Source: an optimization exercise on an open RTL-to-GDS flow (aim: small area, a short achievable clock period and few clock cycles per item). Production flows keep margins and buffers that such runs may drop. Where RTL was checked, it was by simulation tests only, not by an equivalence proof against the original. Function not checked in run 5: the RTL went through the layout flow alone. Power is estimated from default activity; no workload was simulated.

`flow/flow/run.sh`:
```
#!/bin/bash
# The standard layout (standard.sh), with two changes to the cells it may use:
#  - the port buffers are buf_1 cells instead of the delay cell buffer_ports picks by default;
#  - the 3-input XOR/XNOR cells are added to the platform's don't-use list, so that
#    synthesis and repair build the parity trees from 2-input XOR/XNOR cells.
set -euo pipefail
export BUFFER_PORTS_ARGS="-buffer_cell sky130_fd_sc_hd__buf_1"
DU=$(make -s -C "$FLOW_HOME" DESIGN_CONFIG="$PWD/config.mk" WORK_HOME="$PWD/orfs" print-DONT_USE_CELLS 2> print.log | sed -n 's/^DONT_USE_CELLS: //p')
[ -n "$DU" ]
DU="$DU sky130_fd_sc_hd__xnor3_1 sky130_fd_sc_hd__xnor3_2 sky130_fd_sc_hd__xnor3_4 sky130_fd_sc_hd__xor3_1 sky130_fd_sc_hd__xor3_2 sky130_fd_sc_hd__xor3_4"
echo "DONT_USE_CELLS=$DU" > dont_use.txt
bash standard.sh DONT_USE_CELLS="$DU" finish > standard.log 2>&1
```
`flow/standard.sh`:
```
#!/bin/bash
# synth_recipe.tcl (not shown) runs the flow's synth.tcl, then flattens the netlist and writes it again
# the make line also repeats each setting of config.mk as NAME=value (left out here)
make -C /OpenROAD-flow-scripts/flow DESIGN_CONFIG=/design/flow/config.mk WORK_HOME=/design/flow/orfs CLKGATE_MAP_FILE= SYNTH_SCRIPT=/design/flow/synth_recipe.tcl "${@:-finish}"
```
`flow/config.mk`:
```
export PLATFORM = sky130hd
export DESIGN_NAME = ECC_ENC_DEC
export DESIGN_NICKNAME = ECC_ENC_DEC
export VERILOG_FILES = /design/flow/design.v
export SDC_FILE = /design/flow/constraint.sdc
export NUM_CORES = 4
export LEC_CHECK = 0
export CAP_MARGIN = 20
export CORE_MARGIN = 2
export CORE_UTILIZATION = 40
export CTS_CLUSTER_DIAMETER = 100
export CTS_CLUSTER_SIZE = 25
export SETUP_SLACK_MARGIN = 2.95
export SLEW_MARGIN = 20
```
`flow/constraint.sdc`:
```
create_clock -name core_clock -period 5.0 [get_ports {clk}]
set_input_delay 1.0000 -clock core_clock [delete_from_list [all_inputs] [get_ports {clk}]]
set_output_delay 1.0000 -clock core_clock [all_outputs]
set_load 0.01 [all_outputs]
```
`flow/design.v`:
```
`resetall
`timescale 1ns/10ps
module ECC_ENC_DEC
#(
parameter DATA_WIDTH = 32,
parameter AMBA_ADDR_WIDTH = 20,
parameter AMBA_WORD = 32
)
(
input wire clk,
input wire rst,
input wire [AMBA_ADDR_WIDTH-1:0] PADDR,
input wire [AMBA_WORD-1:0] PWDATA,
input wire PENABLE,
           PSEL,
           PWRITE,
output reg [AMBA_WORD-1:0] PRDATA,
output reg [DATA_WIDTH-1:0] data_out,
output reg operation_done,
output reg [1:0] num_of_errors
);
reg [31:0] CTRL_REG, DATA_IN_REG, CODEWORD_WIDTH_REG, NOISE_REG;
reg [3:0] we;
always @(posedge clk or negedge rst) begin : wr_decode
  if (!rst) we <= 4'd0;
  else begin
    we[0] <= PSEL & ~PENABLE & PWRITE & (PADDR[3:2] == 2'b00);
    we[1] <= PSEL & ~PENABLE & PWRITE & (PADDR[3:2] == 2'b01);
    we[2] <= PSEL & ~PENABLE & PWRITE & (PADDR[3:2] == 2'b10);
    we[3] <= PSEL & ~PENABLE & PWRITE & (PADDR[3:2] == 2'b11);
  end
end
always @(posedge clk or negedge rst) begin : regs
  if (!rst) begin
    DATA_IN_REG <= 32'd0; CODEWORD_WIDTH_REG[1:0] <= 2'd0; NOISE_REG <= 32'd0;
  end else begin
    if (we[1]) DATA_IN_REG <= PWDATA;
    if (we[2]) CODEWORD_WIDTH_REG[1:0] <= PWDATA[1:0];
    if (we[3]) NOISE_REG <= PWDATA;
  end
end
reg clr_n;
always @(posedge clk or negedge rst) begin : clear_ctl
  if (!rst) clr_n <= 1'b0;
  else clr_n <= 1'b1;
end
wire [31:0] wdata = PWDATA & {32{clr_n}};
always @(posedge clk) begin : regs_rb
  if (we[0] | ~clr_n) CTRL_REG <= wdata;
  if (we[2] | ~clr_n) CODEWORD_WIDTH_REG[31:2] <= wdata[31:2];
end
always @(posedge clk or negedge rst) begin : done_reg
  if (!rst) operation_done <= 1'b0;
  else operation_done <= we[0];
end
always @(posedge clk) begin : rd
  case (PADDR[3:2])
    2'b00: PRDATA <= CTRL_REG;
    2'b01: PRDATA <= DATA_IN_REG;
    2'b10: PRDATA <= CODEWORD_WIDTH_REG;
    default: PRDATA <= NOISE_REG;
  endcase
end
wire wS = ~CODEWORD_WIDTH_REG[1] & ~CODEWORD_WIDTH_REG[0];
wire wM = ~CODEWORD_WIDTH_REG[1] &  CODEWORD_WIDTH_REG[0];
wire wL =  CODEWORD_WIDTH_REG[1];
wire cS = wS, cM = wM, cL = wL;
wire [31:0] D = DATA_IN_REG;
wire [31:0] N = NOISE_REG;
wire ea0 = D[0];
wire eb0 = D[0];
wire eg0 = ea0;
wire ee0 = D[0];
wire ea1 = (D[1] ^ D[3]);
wire eb1 = (D[2] ^ D[3]);
wire eg1 = (ea1 ^ D[2]);
wire ee1 = (D[1] ^ D[2]);
wire ea2 = (D[4] ^ D[6]);
wire eb2 = (D[5] ^ D[6]);
wire eg2 = (ea2 ^ D[5]);
wire ee2 = (D[4] ^ D[5]);
wire ea3 = (D[8] ^ D[10]);
wire eb3 = (D[9] ^ D[10]);
wire eg3 = ((ea3 ^ D[9]) ^ D[7]);
wire ee3 = (D[7] ^ D[10]);
wire ea4 = (D[11] ^ D[13]);
wire eb4 = (D[12] ^ D[13]);
wire eg4 = (ea4 ^ D[12]);
wire ee4 = (D[11] ^ D[12]);
wire ea5 = (D[15] ^ D[17]);
wire eb5 = (D[16] ^ D[17]);
wire eg5 = ((ea5 ^ D[16]) ^ D[14]);
wire ee5 = (D[14] ^ D[17]);
wire ea6 = (D[19] ^ D[21]);
wire eb6 = (D[20] ^ D[21]);
wire eg6 = ((ea6 ^ D[20]) ^ D[18]);
wire ee6 = (D[18] ^ D[21]);
wire ea7 = (D[23] ^ D[25]);
wire eb7 = (D[24] ^ D[25]);
wire eg7 = ((ea7 ^ D[24]) ^ D[22]);
wire ee7 = (D[23] ^ D[24]);
wire eS0 = (ea0 ^ ea1);
wire eM0 = eS0 ^ (ea2 ^ ea3);
wire eL0 = ((((D[0] ^ D[1]) ^ (D[3] ^ D[4])) ^ ((D[6] ^ D[8]) ^ (D[10] ^ D[11]))) ^ (((D[13] ^ D[15]) ^ (D[17] ^ D[19])) ^ ((D[21] ^ D[23]) ^ D[25])));
wire eS1 = (eb0 ^ eb1);
wire eM1 = eS1 ^ (eb2 ^ eb3);
wire eL1 = ((((D[0] ^ D[2]) ^ (D[3] ^ D[5])) ^ ((D[6] ^ D[9]) ^ (D[10] ^ D[12]))) ^ (((D[13] ^ D[16]) ^ (D[17] ^ D[20])) ^ ((D[21] ^ D[24]) ^ D[25])));
wire eS2 = eg1;
wire eM2 = eS2 ^ eg3;
wire eL2 = ((((D[1] ^ D[2]) ^ (D[3] ^ D[7])) ^ ((D[8] ^ D[9]) ^ (D[10] ^ D[14]))) ^ (((D[15] ^ D[16]) ^ (D[17] ^ D[22])) ^ ((D[23] ^ D[24]) ^ D[25])));
wire eS3 = 1'b0;
wire eM3 = eS3 ^ (eg2 ^ eg3);
wire eL3 = ((((D[4] ^ D[5]) ^ (D[6] ^ D[7])) ^ ((D[8] ^ D[9]) ^ (D[10] ^ D[18]))) ^ (((D[19] ^ D[20]) ^ (D[21] ^ D[22])) ^ ((D[23] ^ D[24]) ^ D[25])));
wire eS4 = 1'b0;
wire eM4 = eS4 ^ 1'b0;
wire eL4 = ((((D[11] ^ D[12]) ^ (D[13] ^ D[14])) ^ ((D[15] ^ D[16]) ^ (D[17] ^ D[18]))) ^ (((D[19] ^ D[20]) ^ (D[21] ^ D[22])) ^ ((D[23] ^ D[24]) ^ D[25])));
wire pS = (ee0 ^ ee1);
wire pM = pS ^ (ee2 ^ ee3);
wire pL = ((((D[0] ^ D[1]) ^ (D[2] ^ D[4])) ^ ((D[5] ^ D[7]) ^ (D[10] ^ D[11]))) ^ (((D[12] ^ D[14]) ^ (D[17] ^ D[18])) ^ ((D[21] ^ D[23]) ^ D[24])));
wire [4:0] encC = wS ? {2'b00, eS2, eS1, eS0} : wM ? {1'b0, eM3, eM2, eM1, eM0} : {eL4, eL3, eL2, eL1, eL0};
wire encP = wS ? pS : wM ? pM : pL;
wire d0a0 = D[4];
wire d0b0 = D[4];
wire d0g0 = d0a0;
wire d0e0 = D[4];
wire d0a1 = (D[5] ^ D[7]);
wire d0b1 = (D[6] ^ D[7]);
wire d0g1 = (d0a1 ^ D[6]);
wire d0e1 = (D[5] ^ D[6]);
wire sD0_0 = (d0a0 ^ d0a1) ^ D[0];
wire sD0_1 = (d0b0 ^ d0b1) ^ D[1];
wire sD0_2 = d0g1 ^ D[2];
wire d1a0 = D[5];
wire d1b0 = D[5];
wire d1g0 = d1a0;
wire d1e0 = D[5];
wire d1a1 = (D[6] ^ D[8]);
wire d1b1 = (D[7] ^ D[8]);
wire d1g1 = (d1a1 ^ D[7]);
wire d1e1 = (D[6] ^ D[7]);
wire d1a2 = (D[9] ^ D[11]);
wire d1b2 = (D[10] ^ D[11]);
wire d1g2 = (d1a2 ^ D[10]);
wire d1e2 = (D[9] ^ D[10]);
wire d1a3 = (D[13] ^ D[15]);
wire d1b3 = (D[14] ^ D[15]);
wire d1g3 = ((d1a3 ^ D[14]) ^ D[12]);
wire d1e3 = (D[12] ^ D[15]);
wire sD1_0 = ((d1a0 ^ d1a1) ^ (d1a2 ^ d1a3)) ^ D[0];
wire sD1_1 = ((d1b0 ^ d1b1) ^ (d1b2 ^ d1b3)) ^ D[1];
wire sD1_2 = (d1g1 ^ d1g3) ^ D[2];
wire sD1_3 = (d1g2 ^ d1g3) ^ D[3];
wire d2a0 = D[6];
wire d2b0 = D[6];
wire d2g0 = d2a0;
wire d2e0 = D[6];
wire d2a1 = (D[7] ^ D[9]);
wire d2b1 = (D[8] ^ D[9]);
wire d2g1 = (d2a1 ^ D[8]);
wire d2e1 = (D[7] ^ D[8]);
wire d2a2 = (D[10] ^ D[12]);
wire d2b2 = (D[11] ^ D[12]);
wire d2g2 = (d2a2 ^ D[11]);
wire d2e2 = (D[10] ^ D[11]);
wire d2a3 = (D[14] ^ D[16]);
wire d2b3 = (D[15] ^ D[16]);
wire d2g3 = ((d2a3 ^ D[15]) ^ D[13]);
wire d2e3 = (D[13] ^ D[16]);
wire d2a4 = (D[17] ^ D[19]);
wire d2b4 = (D[18] ^ D[19]);
wire d2g4 = (d2a4 ^ D[18]);
wire d2e4 = (D[17] ^ D[18]);
wire d2a5 = (D[21] ^ D[23]);
wire d2b5 = (D[22] ^ D[23]);
wire d2g5 = ((d2a5 ^ D[22]) ^ D[20]);
wire d2e5 = (D[20] ^ D[23]);
wire d2a6 = (D[25] ^ D[27]);
wire d2b6 = (D[26] ^ D[27]);
wire d2g6 = ((d2a6 ^ D[26]) ^ D[24]);
wire d2e6 = (D[24] ^ D[27]);
wire d2a7 = (D[29] ^ D[31]);
wire d2b7 = (D[30] ^ D[31]);
wire d2g7 = ((d2a7 ^ D[30]) ^ D[28]);
wire d2e7 = (D[29] ^ D[30]);
wire sD2_0 = (((d2a0 ^ d2a1) ^ (d2a2 ^ d2a3)) ^ ((d2a4 ^ d2a5) ^ (d2a6 ^ d2a7))) ^ D[0];
wire sD2_1 = (((d2b0 ^ d2b1) ^ (d2b2 ^ d2b3)) ^ ((d2b4 ^ d2b5) ^ (d2b6 ^ d2b7))) ^ D[1];
wire sD2_2 = ((d2g1 ^ d2g3) ^ (d2g5 ^ d2g7)) ^ D[2];
wire sD2_3 = ((d2g2 ^ d2g3) ^ (d2g6 ^ d2g7)) ^ D[3];
wire sD2_4 = ((d2g4 ^ d2g5) ^ (d2g6 ^ d2g7)) ^ D[4];
wire qD0 = (((D[0] ^ D[1]) ^ (D[2] ^ D[3])) ^ ((D[4] ^ D[5]) ^ (D[6] ^ D[7])));
wire qD1 = (((D[8] ^ D[9]) ^ (D[10] ^ D[11])) ^ ((D[12] ^ D[13]) ^ (D[14] ^ D[15])));
wire qD2 = ((((D[16] ^ D[17]) ^ (D[18] ^ D[19])) ^ ((D[20] ^ D[21]) ^ (D[22] ^ D[23]))) ^ (((D[24] ^ D[25]) ^ (D[26] ^ D[27])) ^ ((D[28] ^ D[29]) ^ (D[30] ^ D[31]))));
wire [4:0] synD = wS ? {2'b00, sD0_2, sD0_1, sD0_0} : wM ? {1'b0, sD1_3, sD1_2, sD1_1, sD1_0} : {sD2_4, sD2_3, sD2_2, sD2_1, sD2_0};
wire parDa = wL ? (qD0 ^ qD1) : qD0;
wire parDb = wS ? 1'b0 : wM ? qD1 : qD2;
wire n0a0 = N[4];
wire n0b0 = N[4];
wire n0g0 = n0a0;
wire n0e0 = N[4];
wire n0a1 = (N[5] ^ N[7]);
wire n0b1 = (N[6] ^ N[7]);
wire n0g1 = (n0a1 ^ N[6]);
wire n0e1 = (N[5] ^ N[6]);
wire sN0_0 = (n0a0 ^ n0a1) ^ N[0];
wire sN0_1 = (n0b0 ^ n0b1) ^ N[1];
wire sN0_2 = n0g1 ^ N[2];
wire n1a0 = N[5];
wire n1b0 = N[5];
wire n1g0 = n1a0;
wire n1e0 = N[5];
wire n1a1 = (N[6] ^ N[8]);
wire n1b1 = (N[7] ^ N[8]);
wire n1g1 = (n1a1 ^ N[7]);
wire n1e1 = (N[6] ^ N[7]);
wire n1a2 = (N[9] ^ N[11]);
wire n1b2 = (N[10] ^ N[11]);
wire n1g2 = (n1a2 ^ N[10]);
wire n1e2 = (N[9] ^ N[10]);
wire n1a3 = (N[13] ^ N[15]);
wire n1b3 = (N[14] ^ N[15]);
wire n1g3 = ((n1a3 ^ N[14]) ^ N[12]);
wire n1e3 = (N[12] ^ N[15]);
wire sN1_0 = ((n1a0 ^ n1a1) ^ (n1a2 ^ n1a3)) ^ N[0];
wire sN1_1 = ((n1b0 ^ n1b1) ^ (n1b2 ^ n1b3)) ^ N[1];
wire sN1_2 = (n1g1 ^ n1g3) ^ N[2];
wire sN1_3 = (n1g2 ^ n1g3) ^ N[3];
wire n2a0 = N[6];
wire n2b0 = N[6];
wire n2g0 = n2a0;
wire n2e0 = N[6];
wire n2a1 = (N[7] ^ N[9]);
wire n2b1 = (N[8] ^ N[9]);
wire n2g1 = (n2a1 ^ N[8]);
wire n2e1 = (N[7] ^ N[8]);
wire n2a2 = (N[10] ^ N[12]);
wire n2b2 = (N[11] ^ N[12]);
wire n2g2 = (n2a2 ^ N[11]);
wire n2e2 = (N[10] ^ N[11]);
wire n2a3 = (N[14] ^ N[16]);
wire n2b3 = (N[15] ^ N[16]);
wire n2g3 = ((n2a3 ^ N[15]) ^ N[13]);
wire n2e3 = (N[13] ^ N[16]);
wire n2a4 = (N[17] ^ N[19]);
wire n2b4 = (N[18] ^ N[19]);
wire n2g4 = (n2a4 ^ N[18]);
wire n2e4 = (N[17] ^ N[18]);
wire n2a5 = (N[21] ^ N[23]);
wire n2b5 = (N[22] ^ N[23]);
wire n2g5 = ((n2a5 ^ N[22]) ^ N[20]);
wire n2e5 = (N[20] ^ N[23]);
wire n2a6 = (N[25] ^ N[27]);
wire n2b6 = (N[26] ^ N[27]);
wire n2g6 = ((n2a6 ^ N[26]) ^ N[24]);
wire n2e6 = (N[24] ^ N[27]);
wire n2a7 = (N[29] ^ N[31]);
wire n2b7 = (N[30] ^ N[31]);
wire n2g7 = ((n2a7 ^ N[30]) ^ N[28]);
wire n2e7 = (N[29] ^ N[30]);
wire sN2_0 = (((n2a0 ^ n2a1) ^ (n2a2 ^ n2a3)) ^ ((n2a4 ^ n2a5) ^ (n2a6 ^ n2a7))) ^ N[0];
wire sN2_1 = (((n2b0 ^ n2b1) ^ (n2b2 ^ n2b3)) ^ ((n2b4 ^ n2b5) ^ (n2b6 ^ n2b7))) ^ N[1];
wire sN2_2 = ((n2g1 ^ n2g3) ^ (n2g5 ^ n2g7)) ^ N[2];
wire sN2_3 = ((n2g2 ^ n2g3) ^ (n2g6 ^ n2g7)) ^ N[3];
wire sN2_4 = ((n2g4 ^ n2g5) ^ (n2g6 ^ n2g7)) ^ N[4];
wire qN0 = (((N[0] ^ N[1]) ^ (N[2] ^ N[3])) ^ ((N[4] ^ N[5]) ^ (N[6] ^ N[7])));
wire qN1 = (((N[8] ^ N[9]) ^ (N[10] ^ N[11])) ^ ((N[12] ^ N[13]) ^ (N[14] ^ N[15])));
wire qN2 = ((((N[16] ^ N[17]) ^ (N[18] ^ N[19])) ^ ((N[20] ^ N[21]) ^ (N[22] ^ N[23]))) ^ (((N[24] ^ N[25]) ^ (N[26] ^ N[27])) ^ ((N[28] ^ N[29]) ^ (N[30] ^ N[31]))));
wire [4:0] synN = wS ? {2'b00, sN0_2, sN0_1, sN0_0} : wM ? {1'b0, sN1_3, sN1_2, sN1_1, sN1_0} : {sN2_4, sN2_3, sN2_2, sN2_1, sN2_0};
wire parNa = wL ? (qN0 ^ qN1) : qN0;
wire parNb = wS ? 1'b0 : wM ? qN1 : qN2;
reg [4:0] sD, sN, cE;
reg pDa, pDb, pNa, pNb, pE;
reg [1:0] mode;
reg ddec, nfc;    
always @(posedge clk) begin : stage1
  sD <= synD; pDa <= parDa; pDb <= parDb;
  sN <= synN; pNa <= parNa; pNb <= parNb;
  cE <= encC; pE <= encP;
  mode <= PWDATA[1:0];    
  ddec <= ~PWDATA[1] & PWDATA[0];
  nfc <= ~PWDATA[1];
end
wire m_dec = ~mode[1] & mode[0];
wire m_fc  =  mode[1];
wire [4:0] s = ({5{m_dec}} & sD) | ({5{m_fc}} & sN);
wire p = (m_dec & (pDa ^ pDb)) | (m_fc & (pNa ^ pNb));
wire [1:0] nof = {~p & (|s), p};
wire d_dec = ddec, d_fc = ~nfc;
wire sD_ = ~d_dec & cS, sM_ = ~d_dec & cM, sL_ = ~d_dec & cL;       
wire dA = d_dec, dB = d_dec & ~cS, dC = d_dec & cL;                   
wire fA = d_fc, fB = d_fc & ~cS, fC = d_fc & cL;                      
wire [31:0] x;
assign x[0] = ((sD_ & cE[0]) | (sM_ & cE[0]) | (sL_ & cE[0]) | (dA & D[0])) ^ (fA & N[0]);
assign x[1] = ((sD_ & cE[1]) | (sM_ & cE[1]) | (sL_ & cE[1]) | (dA & D[1])) ^ (fA & N[1]);
assign x[2] = ((sD_ & cE[2]) | (sM_ & cE[2]) | (sL_ & cE[2]) | (dA & D[2])) ^ (fA & N[2]);
assign x[3] = ((sD_ & pE) | (sM_ & cE[3]) | (sL_ & cE[3]) | (dA & D[3])) ^ (fA & N[3]);
assign x[4] = ((sD_ & D[0]) | (sM_ & pE) | (sL_ & cE[4]) | (dA & D[4])) ^ (fA & N[4]);
assign x[5] = ((sD_ & D[1]) | (sM_ & D[0]) | (sL_ & pE) | (dA & D[5])) ^ (fA & N[5]);
assign x[6] = ((sD_ & D[2]) | (sM_ & D[1]) | (sL_ & D[0]) | (dA & D[6])) ^ (fA & N[6]);
assign x[7] = ((sD_ & D[3]) | (sM_ & D[2]) | (sL_ & D[1]) | (dA & D[7])) ^ (fA & N[7]);
assign x[8] = ((sM_ & D[3]) | (sL_ & D[2]) | (dB & D[8])) ^ (fB & N[8]);
assign x[9] = ((sM_ & D[4]) | (sL_ & D[3]) | (dB & D[9])) ^ (fB & N[9]);
assign x[10] = ((sM_ & D[5]) | (sL_ & D[4]) | (dB & D[10])) ^ (fB & N[10]);
assign x[11] = ((sM_ & D[6]) | (sL_ & D[5]) | (dB & D[11])) ^ (fB & N[11]);
assign x[12] = ((sM_ & D[7]) | (sL_ & D[6]) | (dB & D[12])) ^ (fB & N[12]);
assign x[13] = ((sM_ & D[8]) | (sL_ & D[7]) | (dB & D[13])) ^ (fB & N[13]);
assign x[14] = ((sM_ & D[9]) | (sL_ & D[8]) | (dB & D[14])) ^ (fB & N[14]);
assign x[15] = ((sM_ & D[10]) | (sL_ & D[9]) | (dB & D[15])) ^ (fB & N[15]);
assign x[16] = ((sL_ & D[10]) | (dC & D[16])) ^ (fC & N[16]);
assign x[17] = ((sL_ & D[11]) | (dC & D[17])) ^ (fC & N[17]);
assign x[18] = ((sL_ & D[12]) | (dC & D[18])) ^ (fC & N[18]);
assign x[19] = ((sL_ & D[13]) | (dC & D[19])) ^ (fC & N[19]);
assign x[20] = ((sL_ & D[14]) | (dC & D[20])) ^ (fC & N[20]);
assign x[21] = ((sL_ & D[15]) | (dC & D[21])) ^ (fC & N[21]);
assign x[22] = ((sL_ & D[16]) | (dC & D[22])) ^ (fC & N[22]);
assign x[23] = ((sL_ & D[17]) | (dC & D[23])) ^ (fC & N[23]);
assign x[24] = ((sL_ & D[18]) | (dC & D[24])) ^ (fC & N[24]);
assign x[25] = ((sL_ & D[19]) | (dC & D[25])) ^ (fC & N[25]);
assign x[26] = ((sL_ & D[20]) | (dC & D[26])) ^ (fC & N[26]);
assign x[27] = ((sL_ & D[21]) | (dC & D[27])) ^ (fC & N[27]);
assign x[28] = ((sL_ & D[22]) | (dC & D[28])) ^ (fC & N[28]);
assign x[29] = ((sL_ & D[23]) | (dC & D[29])) ^ (fC & N[29]);
assign x[30] = ((sL_ & D[24]) | (dC & D[30])) ^ (fC & N[30]);
assign x[31] = ((sL_ & D[25]) | (dC & D[31])) ^ (fC & N[31]);
wire [31:0] fix;
assign fix[0] = p & ((cS & (s == 5'd1)) | (cM & (s == 5'd1)) | (cL & (s == 5'd1)));
assign fix[1] = p & ((cS & (s == 5'd2)) | (cM & (s == 5'd2)) | (cL & (s == 5'd2)));
assign fix[2] = p & ((cS & (s == 5'd4)) | (cM & (s == 5'd4)) | (cL & (s == 5'd4)));
assign fix[3] = p & ((cS & (s == 5'd0)) | (cM & (s == 5'd8)) | (cL & (s == 5'd8)));
assign fix[4] = p & ((cS & (s == 5'd3)) | (cM & (s == 5'd0)) | (cL & (s == 5'd16)));
assign fix[5] = p & ((cS & (s == 5'd5)) | (cM & (s == 5'd3)) | (cL & (s == 5'd0)));
assign fix[6] = p & ((cS & (s == 5'd6)) | (cM & (s == 5'd5)) | (cL & (s == 5'd3)));
assign fix[7] = p & ((cS & (s == 5'd7)) | (cM & (s == 5'd6)) | (cL & (s == 5'd5)));
assign fix[8] = p & ((cM & (s == 5'd7)) | (cL & (s == 5'd6)));
assign fix[9] = p & ((cM & (s == 5'd9)) | (cL & (s == 5'd7)));
assign fix[10] = p & ((cM & (s == 5'd10)) | (cL & (s == 5'd9)));
assign fix[11] = p & ((cM & (s == 5'd11)) | (cL & (s == 5'd10)));
assign fix[12] = p & ((cM & (s == 5'd12)) | (cL & (s == 5'd11)));
assign fix[13] = p & ((cM & (s == 5'd13)) | (cL & (s == 5'd12)));
assign fix[14] = p & ((cM & (s == 5'd14)) | (cL & (s == 5'd13)));
assign fix[15] = p & ((cM & (s == 5'd15)) | (cL & (s == 5'd14)));
assign fix[16] = p & ((cL & (s == 5'd15)));
assign fix[17] = p & ((cL & (s == 5'd17)));
assign fix[18] = p & ((cL & (s == 5'd18)));
assign fix[19] = p & ((cL & (s == 5'd19)));
assign fix[20] = p & ((cL & (s == 5'd20)));
assign fix[21] = p & ((cL & (s == 5'd21)));
assign fix[22] = p & ((cL & (s == 5'd22)));
assign fix[23] = p & ((cL & (s == 5'd23)));
assign fix[24] = p & ((cL & (s == 5'd24)));
assign fix[25] = p & ((cL & (s == 5'd25)));
assign fix[26] = p & ((cL & (s == 5'd26)));
assign fix[27] = p & ((cL & (s == 5'd27)));
assign fix[28] = p & ((cL & (s == 5'd28)));
assign fix[29] = p & ((cL & (s == 5'd29)));
assign fix[30] = p & ((cL & (s == 5'd30)));
assign fix[31] = p & ((cL & (s == 5'd31)));
always @(posedge clk) begin : stage2
  data_out <= x ^ fix;
  num_of_errors <= nof;
end
endmodule
```
==> results of run 1 <==
[area by class of cell]
| cell class | count | area share |
|---|---|---|
| multi-input cells | 642 | 0.458 |
| flip-flops and latches | 224 | 0.434 |
| repair buffers | 120 | 0.0422 |
| well taps | 378 | 0.0373 |
| clock buffers | 20 | 0.0278 |
| inverters | 4 | 0.00119 |
[placed cells by master (no fill, tap or decap), types with 4 or more instances in the layout]
cell type,instances
xnor2_1,192
buf_1,97
dfxtp_1,85
mux2_2,66
edfxtp_1,62
dfrtp_1,57
nand2_1,43
and2_1,38
nor2_1,36
mux4_2,30
xor2_1,28
mux2i_1,28
xnor2_2,24
nand2b_1,19
a21oi_1,18
nor2b_1,18
dfrtp_2,15
clkbuf_16,13
buf_4,13
o21a_1,12
o21ai_0,9
o221ai_1,8
nor3_1,8
clkbuf_1,7
a22oi_1,6
xnor2_4,5
nand3b_1,5
nand3_1,4
xor2_2,4
a22o_1,4
clkbuf_2,4
[where the power goes]
part | total (mW) | internal (mW) | switching, mW
sequential | 2.74 | 2.28 | 0.464
clock | 1.07 | 0.488 | 0.583
combinational | 3.96 | 2.02 | 1.94
[synth_stat cells (5+ instances only)]
master	count
a21oi_1	19
a22oi_1	8
and2_1	38
buf_1	15
buf_2	16
clkbuf_1	30
dfrtp_1	72
dfxtp_1	90
edfxtp_1	62
mux2_2	66
mux2i_1	28
mux4_2	30
nand2_1	43
nand2b_1	21
nand3b_1	5
nor2_1	38
nor2b_1	20
nor3_1	9
o21a_1	12
o21ai_0	12
o221ai_1	8
xnor2_1	216
xnor2_2	5
xor2_1	31
[through the flow]
| step | total power, mW | instance area [um2] | cells | utilization |
|---|---|---|---|---|
| 6_report | 7.77 | 12700 | 1388 | 0.457 |
| 3_3_place_gp | 6.43 | 11900 | 1363 | 0.430 |
| 2_1_floorplan | 5.60 | 11300 | 934 | - |
| 3_5_place_dp | 6.44 | 11900 | 1363 | 0.430 |
| 5_1_grt | 8.24 | 12700 | 1388 | 0.457 |
| 4_1_cts | 7.60 | 12400 | 1383 | 0.448 |
[repair_timing]
item | in CTS | in global routing
pin swaps | 3 | 4
setup endpoints to repair | 100 | 69
setup buffers | 0 | 5
resized for setup | 29 | 50
[cell families after synthesis]
kind of cell,share of synthesized area
AOI/OAI and AO/OA,0.0464
other,0.000334
and+or+nand+nor,0.0842
DFF,0.487
buffers and inverters,0.0251
muxes,0.156
xor gates and xnor gates,0.201
[routing by layer]
metal  vias up  GRT usage  wire (um)  part of all wire
met5         -          0          0                 0
met4         0     0.0391        357             0.013
met3        24     0.0216       1270             0.046
met2       182      0.298      12500              0.46
met1      3444      0.284      13300              0.48
li1       3332          -          -                 -
[registers in the layout, indices dropped and copies added, names as in the netlist, 4 cells and up]
name and count:
CODEWORD_WIDTH_REG 32, cE 5, PRDATA 32, DATA_IN_REG 32
sD 5, CTRL_REG 32, sN 5, data_out 32
NOISE_REG 32, we 4
[worst max path at each step]
stage | start | end | slack [ps] | depth (start not counted)
6_report | PRDATA[0] | PRDATA[0] | 2990 | 1
5_1_grt | NOISE_REG[15] | sN[3] | 2920 | 7
4_1_cts | mode[0] | data_out[12] | 2830 | 7
3_5_place_dp | PADDR[3] | PRDATA[25] | 2160 | 3
3_3_place_gp | PADDR[3] | PRDATA[25] | 2160 | 3
2_1_floorplan | PADDR[3] | PRDATA[25] | 2950 | 3
==> out/qor.yml, run 1 <==
grt_pass1_wl_mm: 41.8
hpwlAfterDp_mm: 19.7
die_width_um: 172
leakagePower_nw: 4.57
tightest_slew_ps: 909
drt_pass1_iterations: 5
syn_area_um2: 11200
rsz0062_at_grt: "true"
drtAntennaViolNets: 0
cts-hold-fix-buffers: 0
max_slew_margin: 0.394
synth.largest_area_cell: "xnor2_1"
start_util: 0.405
crit_buf_inv: 1
ys.flop_type: "dfxtp_1"
drive_gt1_frac: 0.197
critPathMaxFanout: 1
synth_edf_count: 62
setup_viol: 0
cts.sinks: 224
reg2reg_to: "sN[3]"
tns_ps: 0
grt_pass1_vias: 6783
die_h_um: 172
cap_violations: 0
portBuffers: 105
htree_levels: 1
r2r_start: "NOISE_REG[27]"
crit_chain: "buf_2"
setup_slack_ps: 2990
status: "complete, no violations"
gr-total-overflow: 0
antenna_found_initial: 0
routedWlPerCell_um: 19.8
ys_warn_count: 1
max_freq_mhz: 498
fillers: 2563
cp.arrival_ps: 1010
critPathKind: "reg2out"
period_needed_ps: 2010
cpPeakStageDelay_ps: 390
hold_class: "reg2reg"
gp_congestion: 0.868
finClkSkew_ps: 17.8
synth_area_leaders: "xnor2_1 17%, edfxtp_1 17%, dfrtp_1 16%"
clkTransAtPathRegs_ps: 100
synth_fp_nets: 991
place_ws_ps: 2160
critPathTopFamily: "flip-flops"
via_per_inst: 5.03
area_growth_pct: 12.8
hold_start: "we[0]"
groute.usage.overall: 0.190
finalCritPeriodShare: 0.402
regArea_um2: 5500
power.density_nw_per_um2: 613
diodes: 0
maxSlewViolCount: 0
vdd_drop_max_uv: 254
holdWs_ps: 382
vias: 6982
async_flop_share: 0.321
clock_path_buffers: 3
tritoncts: "yes"
fin_nets: 1061
core_area_um2: 27700
reg2reg_depth: 7
ys_seq_elements: 224
hold_viol: 0
dieArea_um2: 29400
clockRootBuffer: "clkbuf_16"
grt_max_degree: 72
min_path_cells: 0
cp-end-kind: "output port"
ys_types: 48
num_rows: 61
io_pins: 124
r2r_slack_ps: 3030
slowest_stage: "dfxtp_4"
start_kind: "register"
netlist_instances: 934
crit_required_ps: 4000
holdPathEnd: "operation_done"
syn_area_per_cell_um2: 12.0
drt_drc_violations_left: 0
drtIter0Drc: 635
numCtsBuffers: 12
ys_seq_area_frac: 0.487
synth_top_area_frac: 0.168
multi_input_area_um2: 5800
clk_latency_ps: 490
routed_wirelength_mm: 27.4
Testbench counts, summed over its fixed seeds: cycles 12,384, ops 1,920.
==> run 2, diff against run 1 <==
--- a/flow/config.mk
+++ b/flow/config.mk
@@ -9,6 +9,6 @@
 export CORE_MARGIN = 2
 export CORE_UTILIZATION = 40
 export CTS_CLUSTER_DIAMETER = 100
-export CTS_CLUSTER_SIZE = 25
+export CTS_CLUSTER_SIZE = 30
 export SETUP_SLACK_MARGIN = 2.95
 export SLEW_MARGIN = 20
==> run 2 against run 1 <==
- worst hold slack got worse by 11 ps
- final cell count decreased by 0.43%
- non-clock buffer count is 3 lower
- power is 1.4% lower
- flip-flop and latch count stayed put
- still clean
- routed wire length barely moved
==> out/qor.yml, run 2 <==
vias: 6916  # -0.95%
tritoncts: "yes"
status: "complete, no violations"
cts-hold-fix-buffers: 0  # unchanged
ys_seq_elements: 224  # unchanged
met3_usage: 0.0200  # -0.00161
finalCritPeriodShare: 0.403  # +0.00136
critPathTopFamily: "flip-flops"
start_util: 0.405  # unchanged
finClkSkew_ps: 24.2  # +6.40 ps
numCtsBuffers: 11  # -1
fillers: 2577  # +0.55%
multi_input_area_um2: 5770  # -0.43%
synth_edf_count: 62  # unchanged
top_usage_layer: "met2"
synth_top_cells_by_count: "216 x xnor2_1, 90 x dfxtp_1, 72 x dfrtp_1, 66 x mux2_2, 62 x edfxtp_1"
clkTransAtPathRegs_ps: 110  # about the same
max_slew_margin: 0.405  # +0.0109
synth.largest_area_cell: "xnor2_1"
slowest_stage: "dfxtp_4"
drtIter0Drc: 666  # +4.9%
drt_drc_violations_left: 0  # unchanged
groute.usage.overall: 0.189  # -0.00109
max_freq_mhz: 496  # -0.34%
antenna_found_initial: 0  # unchanged
start_kind: "register"
synth_top_area_frac: 0.168  # unchanged
gr-total-overflow: 0  # unchanged
cp-end-kind: "output port"
hpwlAfterDp_mm: 19.7  # unchanged
cpPeakStageDelay_ps: 400  # about the same
crit_chain: "clkbuf_2"
routedWlPerCell_um: 19.8  # +0.36%
cts.sinks: 224  # unchanged
routed_wirelength_mm: 27.4  # about the same
clockRootBuffer: "clkbuf_16"
grt_pass1_wl_mm: 41.6  # -0.53%
core_area_um2: 27700  # unchanged
die_h_um: 172  # unchanged
setup_viol: 0  # unchanged
syn_area_um2: 11200  # unchanged
hold_class: "reg2reg"
htree_levels: 1  # unchanged
maxSlewViolCount: 0  # unchanged
cap_violations: 0  # unchanged
netlist_instances: 934  # unchanged
drtAntennaViolNets: 0  # unchanged
mostFrequentLayoutCell: "xnor2_1"
power.density_nw_per_um2: 609  # -0.64%
leakagePower_nw: 4.51  # -1.3%
use_met1: 0.281  # -0.00308
clk_latency_ps: 490  # about the same
diodes: 0  # unchanged
crit_required_ps: 4000  # about the same
ys_seq_area_frac: 0.487  # unchanged
hold_viol: 0  # unchanged
dieArea_um2: 29400  # unchanged
fin_nets: 1057  # -0.38%
syn_area_per_cell_um2: 12.0  # unchanged
ys.flop_type: "dfxtp_1"
fin_total_pwr_mw: 7.66  # -1.4%
crit_buf_inv: 1  # unchanged
via_per_inst: 5.00  # -0.52%
grt_pass1_vias: 6735  # -0.71%
tns_ps: 0  # unchanged
synth_most_common_cell: "xnor2_1"
cp.arrival_ps: 1010  # about the same
portBuffers: 105  # unchanged
drt_pass1_iterations: 5  # unchanged
rsz0062_at_grt: "true"
global_route.usage.met2: 0.300  # +0.00262
clock_path_buffers: 3  # unchanged
ys_types: 48  # unchanged
synth_fp_nets: 991  # unchanged
ys_warn_count: 1  # unchanged
num_rows: 61  # unchanged
gp_congestion: 0.868  # unchanged
period_needed_ps: 2010  # +6.78 ps
vdd_drop_max_uv: 274  # +8.0%
area_growth_pct: 12.0
io_pins: 124  # unchanged
synth_area_leaders: "xnor2_1 17%, edfxtp_1 17%, dfrtp_1 16%"
die_width_um: 172  # unchanged
regArea_um2: 5500  # unchanged
async_flop_share: 0.321  # unchanged
critPathMaxFanout: 1  # unchanged
tightest_slew_ps: 893  # -16.3 ps
critPathKind: "reg2out"
grt_max_degree: 72  # unchanged
drive_gt1_frac: 0.189  # -0.00779
layout_common_cells: "195 x xnor2_1, 99 x buf_1, 86 x dfxtp_1, 66 x mux2_2, 62 x edfxtp_1"
[run 2: cell counts after synthesis]
No cell type changed its count.
[run 2: stage by stage]
stage	util	setup slack (ps)	instance area [um2]	hold WS, ps	std cells
final	0.454	2990	12600	371	1382
after global placement	0.430	2160	11900	365	1363
after floorplan	-	2950	11300	346	934
after global routing	0.454	2910	12600	392	1382
after CTS	0.446	2820	12300	371	1380
after detailed placement	0.430	2160	11900	357	1363
[run 2: power breakdown]
part | internal (mW) | switching (mW) | total, mW
registers | 2.28 | 0.461 | 2.74
clock network | 0.423 | 0.582 | 1.01
logic | 1.99 | 1.93 | 3.92
[run 2: kinds of logic after synthesis]
logic type                share of synthesized area
AOI/OAI and AO/OA                            0.0464
muxes                                         0.156
other                                      0.000334
and+or+nand+nor                              0.0842
DFF                                           0.487
buffers and inverters                        0.0251
xor gates and xnor gates                      0.201
[run 2: layer usage]
layer | wire, um | part of all wire | vias up
met3 | 1290 | 0.047 | 17
met4 | 324 | 0.012 | 0
met2 | 12700 | 0.46 | 157
met1 | 13100 | 0.48 | 3416
li1 | - | - | 3326
met5 | 0 | 0 | -
[run 2: final timing paths]
| kind | start | endpoint | cells after the start | slack, ps |
|---|---|---|---|---|
| setup / recovery | PRDATA[0] | PRDATA[0] | 1 | 2990 |
| hold / removal | we[0] | operation_done | 0 | 370 |
| setup reg to reg | DATA_IN_REG[25] | pDb | 7 | 3030 |
| hold reg to reg | we[0] | operation_done | 0 | 370 |
| max in group asynchronous | rst | DATA_IN_REG[15] | 2 | 3510 |
| min in group asynchronous | rst | NOISE_REG[27] | 1 | 520 |
[run 2: timing repair]
item	CTS	global route
endpoints found under the setup margin	100	66
pin swaps	2	3
buffers inserted	0	2
resized for setup	28	44
[run 2: final cells by class]
cell class              instances  area share
multi-input cells             642       0.459
flip-flops and latches        224       0.437
repair buffers                117      0.0403
well taps                     378      0.0376
clock buffers                  15      0.0231
clock inverters                 2     0.00169
inverters                       4     0.00119
[run 2: worst reg2reg max path, cell delays in order (launching register included)]
cell	delay (ps)
dfrtp_2	510
xnor2_4	250
xor2_1	270
xnor2_2	130
xnor2_1	230
xnor2_2	120
xor2_1	150
a22o_2	210
==> run 3, diff against run 2 <==
--- a/flow/config.mk
+++ b/flow/config.mk
@@ -8,7 +8,7 @@
 export CAP_MARGIN = 20
 export CORE_MARGIN = 2
 export CORE_UTILIZATION = 40
-export CTS_CLUSTER_DIAMETER = 100
-export CTS_CLUSTER_SIZE = 30
+export CTS_CLUSTER_DIAMETER = 80
+export CTS_CLUSTER_SIZE = 20
 export SETUP_SLACK_MARGIN = 2.95
 export SLEW_MARGIN = 20
==> run 3 against run 2 <==
- still clean
- core utilization increased by 0.57 points
- synthesized cell count is the same
- global-route usage rose by 0.22 points
- clock-buffer cell count increased by 8
- critical endpoint is now operation_done
- largest cell class unchanged
==> out/qor.yml, run 3 <==
cts-hold-fix-buffers: 0  # unchanged
place_ws_ps: 2160  # unchanged
tritoncts: "yes"
wl_met3_mm: 1.34  # +4.0%
synth_most_common_cell: "xnor2_1"
wl_met1_mm: 13.3  # +1.2%
async_flop_share: 0.321  # unchanged
fin_util: 0.460  # +0.00569
netlist_instances: 934  # unchanged
max_slew_margin: 0.402  # -0.00237
crit_buf_inv: 1  # unchanged
drtIter0Drc: 524  # -21%
hold_class: "reg2reg"
groute.usage.overall: 0.191  # +0.00218
tns_ps: 0  # unchanged
grt_pass1_wl_mm: 42.1  # +1.2%
max_freq_mhz: 496  # -0.12%
critPathTopFamily: "flip-flops"
via_per_inst: 5.00  # about the same
numCtsBuffers: 15  # +4
syn_area_per_cell_um2: 12.0  # unchanged
crit_chain: "clkbuf_2"
holdWs_ps: 377  # +6.15 ps
start_kind: "register"
clockRootBuffer: "clkbuf_16"
die_width_um: 172  # unchanged
clkTransAtPathRegs_ps: 80  # -30 ps
min_path_cells: 0  # unchanged
antenna_found_initial: 0  # unchanged
grt_pass1_vias: 6825  # +1.3%
holdPathEnd: "operation_done"
slowest_stage: "dfrtp_1"
drt_drc_violations_left: 0  # unchanged
final_cells: 1394  # +0.87%
setup_slack_ps: 2980  # -2.46 ps
gr-total-overflow: 0  # unchanged
cap_violations: 0  # unchanged
htree_levels: 1  # unchanged
ys_seq_area_frac: 0.487  # unchanged
synth_area_leaders: "xnor2_1 17%, edfxtp_1 17%, dfrtp_1 16%"
area_growth_pct: 13.4
hpwlAfterDp_mm: 19.7  # unchanged
critPathKind: "reg2out"
ys_warn_count: 1  # unchanged
rsz0062_at_grt: "true"
gp_congestion: 0.868  # unchanged
clock_path_buffers: 3  # unchanged
synth_edf_count: 62  # unchanged
grt_max_degree: 72  # unchanged
portBuffers: 105  # unchanged
r2r_start: "NOISE_REG[15]"
crit_required_ps: 4000  # about the same
met2WireLength_mm: 12.8  # +0.34%
finalCritPeriodShare: 0.403  # +0.000492
period_needed_ps: 2020  # +2.46 ps
critPathMaxFanout: 1  # unchanged
hold_viol: 0  # unchanged
fin_nets: 1064  # +0.66%
status: "complete, no violations"
cp.arrival_ps: 1020  # about the same
cpPeakStageDelay_ps: 380  # -20 ps
num_rows: 61  # unchanged
maxSlewViolCount: 0  # unchanged
drt_pass1_iterations: 5  # unchanged
synth_top_area_frac: 0.168  # unchanged
tightest_slew_ps: 896  # +3.55 ps
ys_types: 48  # unchanged
cp-end-kind: "output port"
startpoint: "operation_done"
leakagePower_nw: 4.61  # +2.2%
io_pins: 124  # unchanged
core_area_um2: 27700  # unchanged
layout_common_cells: "193 x xnor2_1, 95 x buf_1, 85 x dfxtp_1, 66 x mux2_2, 62 x edfxtp_1"
start_util: 0.405  # unchanged
hold_start: "we[0]"
clk_latency_ps: 510  # +20 ps
place_area_um2: 11900  # unchanged
finClkSkew_ps: 31.7  # +7.55 ps
final_area_um2: 12700  # +1.3%
routed_wirelength_mm: 27.7  # +1.1%
highest_layer: "met4"
drtAntennaViolNets: 0  # unchanged
setup_viol: 0  # unchanged
vias: 6975  # +0.85%
reg2reg_depth: 7  # unchanged
reg2reg_to: "sN[2]"
routedWlPerCell_um: 19.9  # +0.20%
dieArea_um2: 29400  # unchanged
synth.largest_area_cell: "xnor2_1"
power.density_nw_per_um2: 621  # +2.0%
dp.cells: 1363  # unchanged
fin_total_pwr_mw: 7.91  # +3.3%
syn_area_um2: 11200  # unchanged
vdd_drop_max_uv: 265  # -3.5%
die_h_um: 172  # unchanged
ys_seq_elements: 224  # unchanged
synth_top_cells_by_count: "216 x xnor2_1, 90 x dfxtp_1, 72 x dfrtp_1, 66 x mux2_2, 62 x edfxtp_1"
diodes: 0  # unchanged
mostFrequentLayoutCell: "xnor2_1"
synth_fp_nets: 991  # unchanged
cts.sinks: 224  # unchanged
drive_gt1_frac: 0.200  # +0.0106
r2r_slack_ps: 3010  # -20 ps
ys.flop_type: "dfxtp_1"
[run 3: cell types whose count changed in the layout (fill, tap and decap cells not counted), sizes merged]
| cell | before | now |
|---|---|---|
| inv | 5 | 6 |
| clkbuf | 21 | 30 |
| buf | 111 | 113 |
[run 3: logic make-up (layout without fill, tap and decap cells)]
kind of cell           count (synthesis)  after routing  synth area share
XOR/XNOR                             253            253             0.201
flip-flops                           224            224             0.487
AND/OR/NAND/NOR                      185            185            0.0842
multiplexers                         126            126             0.156
AO/OA/AOI/OAI                         77             77            0.0464
buffers and inverters                 68            150            0.0251
other                                  1              1          0.000334
[run 3: worst max-delay path by stage]
stage | to | slack [ps] | depth (start not counted)
2_1_floorplan | PRDATA[25] | 2950 | 3
3_3_place_gp | PRDATA[25] | 2160 | 3
3_5_place_dp | PRDATA[25] | 2160 | 3
4_1_cts | data_out[12] | 2810 | 7
5_1_grt | data_out[12] | 2910 | 7
6_report | operation_done | 2980 | 1
[run 3: report_power, final]
| group | internal (mW) | leakage, nW | switching (mW) |
|---|---|---|---|
| Clock | 0.572 | 0.204 | 0.627 |
| Combinational | 2.02 | 2.09 | 1.96 |
| Sequential | 2.28 | 2.31 | 0.461 |
| Total | 4.87 | 4.61 | 3.04 |
[run 3: metal layers]
metal,up-vias,track usage
li1,3346,-
met1,3429,0.282
met2,177,0.302
met3,23,0.0242
met4,0,0.0383
met5,-,0
[run 3: what timing repair did]
item | CTS | global route
resized for setup | 32 | 46
endpoints found under the hold margin | 0 | 0
setup endpoints to repair | 103 | 69
setup buffers | 1 | 4
pin swaps | 2 | 6
[run 3: layout make-up]
| class | instances | area (um2) |
|---|---|---|
| multi-input combinational | 642 | 5780 |
| inverter | 4 | 15.0 |
| sequential | 224 | 5500 |
| timing repair buffer | 120 | 543 |
| clock buffer | 23 | 405 |
| fill | 2566 | 15000 |
| tap | 378 | 473 |
| clock inverter | 3 | 25.0 |
==> run 4, diff against run 3 <==
==> flow/flow/run.sh (replaced) <==
#!/bin/bash
# The standard layout (standard.sh), with two changes to the cells it may use:
#  - the port buffers are buf_1 cells instead of the delay cell buffer_ports picks by default;
#  - the 3-input XOR/XNOR cells are added to the platform's don't-use list, so that
#    synthesis and repair build the parity trees from 2-input XOR/XNOR cells;
#  - the clock tree is built without dummy loads.
set -euo pipefail
export BUFFER_PORTS_ARGS="-buffer_cell sky130_fd_sc_hd__buf_1"
DU=$(make -s -C "$FLOW_HOME" DESIGN_CONFIG="$PWD/config.mk" WORK_HOME="$PWD/orfs" print-DONT_USE_CELLS 2> print.log | sed -n 's/^DONT_USE_CELLS: //p')
[ -n "$DU" ]
DU="$DU sky130_fd_sc_hd__xnor3_1 sky130_fd_sc_hd__xnor3_2 sky130_fd_sc_hd__xnor3_4 sky130_fd_sc_hd__xor3_1 sky130_fd_sc_hd__xor3_2 sky130_fd_sc_hd__xor3_4"
echo "DONT_USE_CELLS=$DU" > dont_use.txt
export CTS_ARGS="-sink_clustering_enable -repair_clock_nets -dont_use_dummy_load -sink_clustering_size 25 -sink_clustering_max_diameter 100"
bash standard.sh DONT_USE_CELLS="$DU" finish > standard.log 2>&1
--- a/flow/config.mk
+++ b/flow/config.mk
@@ -8,7 +8,5 @@
 export CAP_MARGIN = 20
 export CORE_MARGIN = 2
 export CORE_UTILIZATION = 40
-export CTS_CLUSTER_DIAMETER = 80
-export CTS_CLUSTER_SIZE = 20
 export SETUP_SLACK_MARGIN = 2.95
 export SLEW_MARGIN = 20
==> run 4 against run 3 <==
- still clean
- via count is 0.52% lower
- first-iteration DRC count rose by 9.2%
- sequential share of layout area is 0.41 points higher
- synthesized cell count unchanged
- worst hold slack improved by 4.5 ps
- clock-buffer cell count down 11
- clock skew rose by 1.5 ps
- flip-flop and latch count unchanged
- register-to-register slack better by 20 ps
- die area unchanged
- design area decreased by 0.87%
- non-clock buffer count unchanged
- critical endpoint is now PRDATA[16]
==> out/qor.yml, run 4 <==
vias: 6939  # -0.52%
crit_buf_inv: 1  # unchanged
async_flop_share: 0.321  # unchanged
synth_fp_nets: 991  # unchanged
grt_pass1_vias: 6781  # -0.64%
diodes: 0  # unchanged
antenna_found_initial: 0  # unchanged
status: "complete, no violations"
critPathMaxFanout: 1  # unchanged
drt_drc_violations_left: 0  # unchanged
cts-hold-fix-buffers: 0  # unchanged
max_slew_margin: 0.398  # -0.00477
finalCritPeriodShare: 0.402  # -0.00104
place_ws_ps: 2160  # unchanged
tritoncts: "yes"
core_area_um2: 27700  # unchanged
maxSlewViolCount: 0  # unchanged
critPathKind: "reg2out"
vdd_drop_max_uv: 254  # -4.0%
synth_top_cells_by_count: "216 x xnor2_1, 90 x dfxtp_1, 72 x dfrtp_1, 66 x mux2_2, 62 x edfxtp_1"
final_area_um2: 12600  # -0.87%
numCtsBuffers: 12  # -3
max_freq_mhz: 497  # +0.26%
portBuffers: 105  # unchanged
drive_gt1_frac: 0.198  # -0.00220
gr-total-overflow: 0  # unchanged
crit_chain: "buf_1"
cap_violations: 0  # unchanged
cp-end-kind: "output port"
crit_required_ps: 4000  # about the same
finClkSkew_ps: 33.2  # +1.50 ps
critPathTopFamily: "flip-flops"
die_width_um: 172  # unchanged
htree_levels: 1  # unchanged
start_kind: "register"
tightest_slew_ps: 904  # +7.15 ps
ys_types: 48  # unchanged
rsz0062_at_grt: "true"
hold_viol: 0  # unchanged
ys_warn_count: 1  # unchanged
die_h_um: 172  # unchanged
synth_area_leaders: "xnor2_1 17%, edfxtp_1 17%, dfrtp_1 16%"
routed_wirelength_mm: 27.5  # -0.93%
syn_area_um2: 11200  # unchanged
fin_nets: 1061  # -0.28%
period_needed_ps: 2010  # -5.18 ps
setup_viol: 0  # unchanged
clockRootBuffer: "clkbuf_16"
start_util: 0.405  # unchanged
ys_seq_area_frac: 0.487  # unchanged
clock_path_buffers: 3  # unchanged
power.density_nw_per_um2: 610  # -1.8%
cp.arrival_ps: 1010  # about the same
netlist_instances: 934  # unchanged
hold_class: "reg2reg"
clk_latency_ps: 490  # -20 ps
slowest_stage: "dfxtp_1"
io_pins: 124  # unchanged
leakagePower_nw: 4.54  # -1.5%
synth_most_common_cell: "xnor2_1"
cpPeakStageDelay_ps: 370  # about the same
setup_slack_ps: 2990  # +5.18 ps
drtAntennaViolNets: 0  # unchanged
area_growth_pct: 12.4
clkTransAtPathRegs_ps: 100  # +20 ps
synth.largest_area_cell: "xnor2_1"
synth_top_area_frac: 0.168  # unchanged
groute.usage.overall: 0.190  # -0.00123
syn_area_per_cell_um2: 12.0  # unchanged
gp_congestion: 0.868  # unchanged
hpwlAfterDp_mm: 19.7  # unchanged
drtIter0Drc: 572  # +9.2%
final_cells: 1380  # -1.0%
ys_seq_elements: 224  # unchanged
grt_pass1_wl_mm: 41.8  # -0.72%
mostFrequentLayoutCell: "xnor2_1"
dieArea_um2: 29400  # unchanged
dp.cells: 1363  # unchanged
cts.sinks: 224  # unchanged
synth_edf_count: 62  # unchanged
via_per_inst: 5.03  # +0.49%
place_area_um2: 11900  # unchanged
tns_ps: 0  # unchanged
drt_pass1_iterations: 5  # unchanged
routedWlPerCell_um: 19.9  # about the same
num_rows: 61  # unchanged
layout_common_cells: "193 x xnor2_1, 98 x buf_1, 85 x dfxtp_1, 66 x mux2_2, 62 x edfxtp_1"
ys.flop_type: "dfxtp_1"
grt_max_degree: 72  # unchanged
## run 4: changes by cell type in the layout (fill, tap and decap cells not counted), moves of 2 or more
cell	change
buf_1	+3
buf_2	-2
clkbuf_1	-8
clkbuf_16	-3
dfrtp_1	-3
dfrtp_2	+3
inv_6	-2
xnor2_2	-2
xnor2_4	+2
## run 4: layout make-up
class | instances | area [um2]
Clock buffer | 12 | 300
Fill cell | 2561 | 15100
Inverter | 4 | 15.0
Multi-Input combinational cell | 642 | 5800
Sequential cell | 224 | 5500
Tap cell | 378 | 473
Timing Repair Buffer | 120 | 533
## run 4: path summary, 6_finish.rpt
path	depth (start not counted)	slack, ps	endpoint	startpoint
worst max register to register	7	3030	pDb	DATA_IN_REG[25]
worst min register to register	0	380	operation_done	we[0]
worst min-delay path	0	380	operation_done	we[0]
min in group asynchronous	1	530	DATA_IN_REG[0]	rst
max in group asynchronous	2	3500	DATA_IN_REG[16]	rst
worst max-delay path	1	2990	PRDATA[16]	PRDATA[16]
## run 4: per-layer routing
layer  wire, um  global-route usage
met2      12600               0.300
met4        307              0.0365
met3       1130              0.0212
met1      13400               0.283
met5          0                   0
## run 4: power breakdown
| part | switching (mW) | leakage [nW] | internal, mW |
|---|---|---|---|
| Combinational | 1.94 | 2.08 | 2.02 |
| Clock | 0.567 | 0.148 | 0.434 |
| Sequential | 0.465 | 2.31 | 2.28 |
## run 4: what timing repair did
item                       CTS  global route
pin swaps                    3             4
setup buffers                0             5
gates cloned                 0             0
setup endpoints to repair  101            68
resized for setup           30            51
## run 4: logic make-up (layout without fill, tap and decap cells)
family	count (synthesis)	after routing	synth area share
compound gates	77	77	0.0464
flops	224	224	0.487
xor+xnor	253	253	0.201
mux	126	126	0.156
simple gates	185	185	0.0842
other cells	1	1	0.000334
buf+inv	68	136	0.0251
## run 4: stage by stage
| step | utilization | hold WS (ps) | power [mW] |
|---|---|---|---|
| 2_1_floorplan | - | 346 | 5.60 |
| 6_report | 0.456 | 381 | 7.70 |
| 3_3_place_gp | 0.430 | 365 | 6.43 |
| 4_1_cts | 0.446 | 384 | 7.53 |
| 5_1_grt | 0.456 | 404 | 8.17 |
| 3_5_place_dp | 0.430 | 357 | 6.44 |
==> run 5, diff against run 4 <==
--- a/flow/design.v
+++ b/flow/design.v
@@ -20,16 +20,9 @@
 output reg [1:0] num_of_errors
 );
 reg [31:0] CTRL_REG, DATA_IN_REG, CODEWORD_WIDTH_REG, NOISE_REG;
-reg [3:0] we;
-always @(posedge clk or negedge rst) begin : wr_decode
-  if (!rst) we <= 4'd0;
-  else begin
-    we[0] <= PSEL & ~PENABLE & PWRITE & (PADDR[3:2] == 2'b00);
-    we[1] <= PSEL & ~PENABLE & PWRITE & (PADDR[3:2] == 2'b01);
-    we[2] <= PSEL & ~PENABLE & PWRITE & (PADDR[3:2] == 2'b10);
-    we[3] <= PSEL & ~PENABLE & PWRITE & (PADDR[3:2] == 2'b11);
-  end
-end
+wire wr = PSEL & PENABLE & PWRITE;
+wire [3:0] we = {wr & (PADDR[3:2] == 2'b11), wr & (PADDR[3:2] == 2'b10),
+                 wr & (PADDR[3:2] == 2'b01), wr & (PADDR[3:2] == 2'b00)};
 always @(posedge clk or negedge rst) begin : regs
   if (!rst) begin
     DATA_IN_REG <= 32'd0; CODEWORD_WIDTH_REG[1:0] <= 2'd0; NOISE_REG <= 32'd0;
==> flow/flow/run.sh (replaced) <==
#!/bin/bash
# The standard layout (standard.sh), with two changes to the cells it may use:
#  - the port buffers are buf_1 cells instead of the delay cell buffer_ports picks by default;
#  - the 3-input XOR/XNOR cells are added to the platform's don't-use list, so that
#    synthesis and repair build the parity trees from 2-input XOR/XNOR cells.
set -euo pipefail
export BUFFER_PORTS_ARGS="-buffer_cell sky130_fd_sc_hd__buf_1"
DU=$(make -s -C "$FLOW_HOME" DESIGN_CONFIG="$PWD/config.mk" WORK_HOME="$PWD/orfs" print-DONT_USE_CELLS 2> print.log | sed -n 's/^DONT_USE_CELLS: //p')
[ -n "$DU" ]
DU="$DU sky130_fd_sc_hd__xnor3_1 sky130_fd_sc_hd__xnor3_2 sky130_fd_sc_hd__xnor3_4 sky130_fd_sc_hd__xor3_1 sky130_fd_sc_hd__xor3_2 sky130_fd_sc_hd__xor3_4"
echo "DONT_USE_CELLS=$DU" > dont_use.txt
bash standard.sh DONT_USE_CELLS="$DU" finish > standard.log 2>&1
--- a/flow/config.mk
+++ b/flow/config.mk
@@ -8,5 +8,7 @@
 export CAP_MARGIN = 20
 export CORE_MARGIN = 2
 export CORE_UTILIZATION = 40
+export CTS_CLUSTER_DIAMETER = 100
+export CTS_CLUSTER_SIZE = 25
 export SETUP_SLACK_MARGIN = 2.95
 export SLEW_MARGIN = 20
==> run 5 against run 4 <==
- still clean on timing, DRC and antenna
- via count rose by 2.6%
- synthesized cell count rose by 1.1%
- worst hold slack improved by 170 ps
- clock-buffer cell count grew 8
- register-to-register slack lost 50 ps
- first-iteration DRC count is 12% lower
- critical path type is now reg2reg
- critical endpoint is now sD[2]
- largest cell class unchanged
==> out/qor.yml, run 5 <==
status: "complete, no violations"
rsz0062_at_grt: "false"
vias: 7116  # +2.6%
critPathKind: "reg2reg"
io_pins: 124  # unchanged
cp-end-kind: "register"
drive_gt1_frac: 0.209  # +0.0112
drt_drc_violations_left: 0  # unchanged
finalCritPeriodShare: 0.404  # +0.00174
num_rows: 61  # unchanged
grt_pass1_wl_mm: 42.6  # +1.9%
synth_top_area_frac: 0.166  # -0.00286
ys_seq_elements: 220  # -1.8%
finClkSkew_ps: 24.0  # -9.28 ps
ys_types: 49  # +2.1%
start_util: 0.406  # +0.000452
start_kind: "register"
via_per_inst: 5.07  # +0.87%
drt_pass1_iterations: 5  # unchanged
vdd_drop_max_uv: 281  # +11%
layout_common_cells: "177 x xnor2_1, 102 x buf_1, 88 x dfxtp_1, 64 x mux2_2, 62 x edfxtp_1"
die_width_um: 172  # about the same
period_needed_ps: 2020  # +8.70 ps
ys_seq_area_frac: 0.477  # -0.00945
synth_edf_count: 62  # unchanged
crit_buf_inv: 0  # -1
drtIter0Drc: 503  # -12%
groute.usage.overall: 0.192  # +0.00252
portBuffers: 105  # unchanged
setup_viol: 0  # unchanged
max_freq_mhz: 495  # -0.43%
setup_slack_ps: 2980  # -8.70 ps
crit_required_ps: 5430  # +1430 ps
grt_pass1_vias: 7021  # +3.5%
slowest_stage: "dfrtp_4"
hpwlAfterDp_mm: 19.7  # +0.28%
hold_class: "in2async"
synth_top_cells_by_count: "202 x xnor2_1, 90 x dfxtp_1, 68 x dfrtp_1, 64 x mux2_2, 62 x edfxtp_1"
tns_ps: 0  # unchanged
drtAntennaViolNets: 0  # unchanged
clock_path_buffers: 3  # unchanged
fin_nets: 1076  # +1.4%
startpoint: "DATA_IN_REG[7]"
cap_violations: 0  # unchanged
netlist_instances: 944  # +1.1%
synth_most_common_cell: "xnor2_1"
synth.largest_area_cell: "edfxtp_1"
cts.sinks: 220  # -1.8%
place_ws_ps: 1820  # -339 ps
routedWlPerCell_um: 20.2  # +1.4%
critPathMaxFanout: 6  # +5
clk_latency_ps: 500  # about the same
power.density_nw_per_um2: 622  # +2.0%
crit_chain: "xnor2_4, xnor2_4, xnor2_1, mux2i_1, xor2_1, mux2i_1, xnor2_1"
cpPeakStageDelay_ps: 580  # +210 ps
ys.flop_type: "dfxtp_1"
tightest_slew_ps: 760  # -143 ps
tritoncts: "yes"
core_area_um2: 27700  # unchanged
antenna_found_initial: 0  # unchanged
r2r_start: "DATA_IN_REG[7]"
maxSlewViolCount: 0  # unchanged
critPathTopFamily: "XOR/XNOR gates"
area_growth_pct: 14.0
gr-total-overflow: 0  # unchanged
gp_congestion: 0.824  # -5.1%
diodes: 0  # unchanged
hold_viol: 0  # unchanged
max_slew_margin: 0.493  # +0.0956
grt_max_degree: 42  # -42%
ys_warn_count: 1  # unchanged
clkTransAtPathRegs_ps: 100  # about the same
mostFrequentLayoutCell: "xnor2_1"
die_h_um: 172  # about the same
dieArea_um2: 29500  # +0.11%
htree_levels: 1  # unchanged
synth_fp_nets: 1001  # +1.0%
cp.arrival_ps: 2450  # +1440 ps
routed_wirelength_mm: 28.3  # +3.1%
async_flop_share: 0.309  # -0.0123
synth_area_leaders: "edfxtp_1 17%, dfxtp_1 16%, xnor2_1 16%"
syn_area_per_cell_um2: 11.9  # -0.95%
leakagePower_nw: 4.59  # +1.1%
numCtsBuffers: 12  # unchanged
syn_area_um2: 11200  # +0.11%
clockRootBuffer: "clkbuf_16"
-- run 5: final timing paths --
| check | to | slack (ps) | cells past startpoint |
|---|---|---|---|
| max in group asynchronous | DATA_IN_REG[16] | 3380 | 2 |
| worst min-delay path | DATA_IN_REG[2] | 550 | 1 |
| min in group core_clock | PRDATA[8] | 570 | 1 |
| worst min register to register | PRDATA[8] | 570 | 1 |
| worst max-delay path | sD[2] | 2980 | 7 |
| worst max register to register | sD[2] | 2980 | 7 |
-- run 5: area by class of cell --
cell class | count | area [um2]
inverter | 2 | 7.51
fill | 2566 | 14900
multi-input combinational | 656 | 5970
tap | 378 | 473
sequential | 220 | 5410
clock buffer | 20 | 374
timing repair buffer | 127 | 583
-- run 5: kinds of logic (layout without fill, tap and decap cells) --
logic type,after synthesis,count (layout),synth area share
compound gates,82,82,0.0481
xor+xnor,257,257,0.208
buf+inv,69,149,0.0257
flops,220,220,0.477
mux,125,125,0.154
other cells,1,1,0.000334
simple gates,190,191,0.0864
-- run 5: routing by layer --
metal  up-vias  track usage  share of wire
li1       3350            -              -
met1      3533        0.279           0.47
met2       202        0.305           0.46
met3        31       0.0297          0.052
met4         0       0.0405          0.015
met5         -            0              0
-- run 5: timing repair --
item                                   CTS  global route
buffers inserted                         1            10
setup endpoints to repair              184            33
gates cloned                             1             0
pin swaps                                1             7
endpoints found under the hold margin    0             0
hold buffers                             0             0
resized for setup                       31            49
-- run 5: through the flow --
step           instance area (um2)  std cells  utilization  power, mW  hold slack (ps)
4_1_cts                      12500       1393        0.450       7.82              567
3_3_place_gp                 12000       1371        0.432       6.56              538
5_1_grt                      12800       1403        0.462       8.41              574
3_5_place_dp                 12000       1371        0.432       6.59              542
2_1_floorplan                11400        944            -       5.68              515
6_report                     12800       1403        0.462       7.97              552
-- run 5: worst register-to-register path, stage by stage, from the launching register on --
cell	delay [ps]
dfrtp_4	580
xnor2_4	190
xnor2_4	310
xnor2_1	180
mux2i_1	120
xor2_1	160
mux2i_1	270
xnor2_1	160
-- run 5: where the power goes --
part           switching, mW  internal, mW
sequential             0.484          2.29
combinational           2.06          2.05
clock                  0.574         0.520
total                   3.12          4.85

## separate check: timing with driven ports
No port has a modelled driver above. Below, the same layouts with a new extraction and two added sets of constraints. Step 1 (the two cells are an assumption about what drives the block):
set clk [get_ports {clk}]
set_driving_cell -lib_cell sky130_fd_sc_hd__clkbuf_16 $clk
set_driving_cell -lib_cell sky130_fd_sc_hd__buf_2 [delete_from_list [all_inputs] $clk]
Step 2, shift: input delay + t, output delay - t, t = (earliest + latest rising clock arrival at the registers) / 2. This alone moves slack from input paths to output paths. Slacks: no drivers / after step 1 / after step 2; pairs: no drivers / after step 1.
| run | t (ns) | setup WS [ns] | clock arrival spread, ns | worst register clock-pin slew, ns | worst slew at a driven data input, ns |
|---|---|---|---|---|---|
| run 1 | 0.532 | 2.992 / 2.940 / 2.533 | 0.020 / 0.021 | 0.10 / 0.10 | 0.05 |
| run 2 | 0.525 | 2.986 / 2.936 / 2.548 | 0.024 / 0.024 | 0.12 / 0.12 | 0.05 |
| run 3 | 0.546 | 2.983 / 2.933 / 2.526 | 0.032 / 0.033 | 0.09 / 0.09 | 0.05 |
| run 4 | 0.526 | 2.988 / 2.936 / 2.567 | 0.035 / 0.036 | 0.10 / 0.10 | 0.05 |
| run 5 | 0.532 | 2.980 / 2.952 / 2.503 | 0.027 / 0.027 | 0.10 / 0.10 | 0.04 |
After both steps setup and hold are still met in every run listed. For run 5, which loses most, drivers alone change the setup slack by -0.028 ns; drivers and shift together by -0.477 ns.
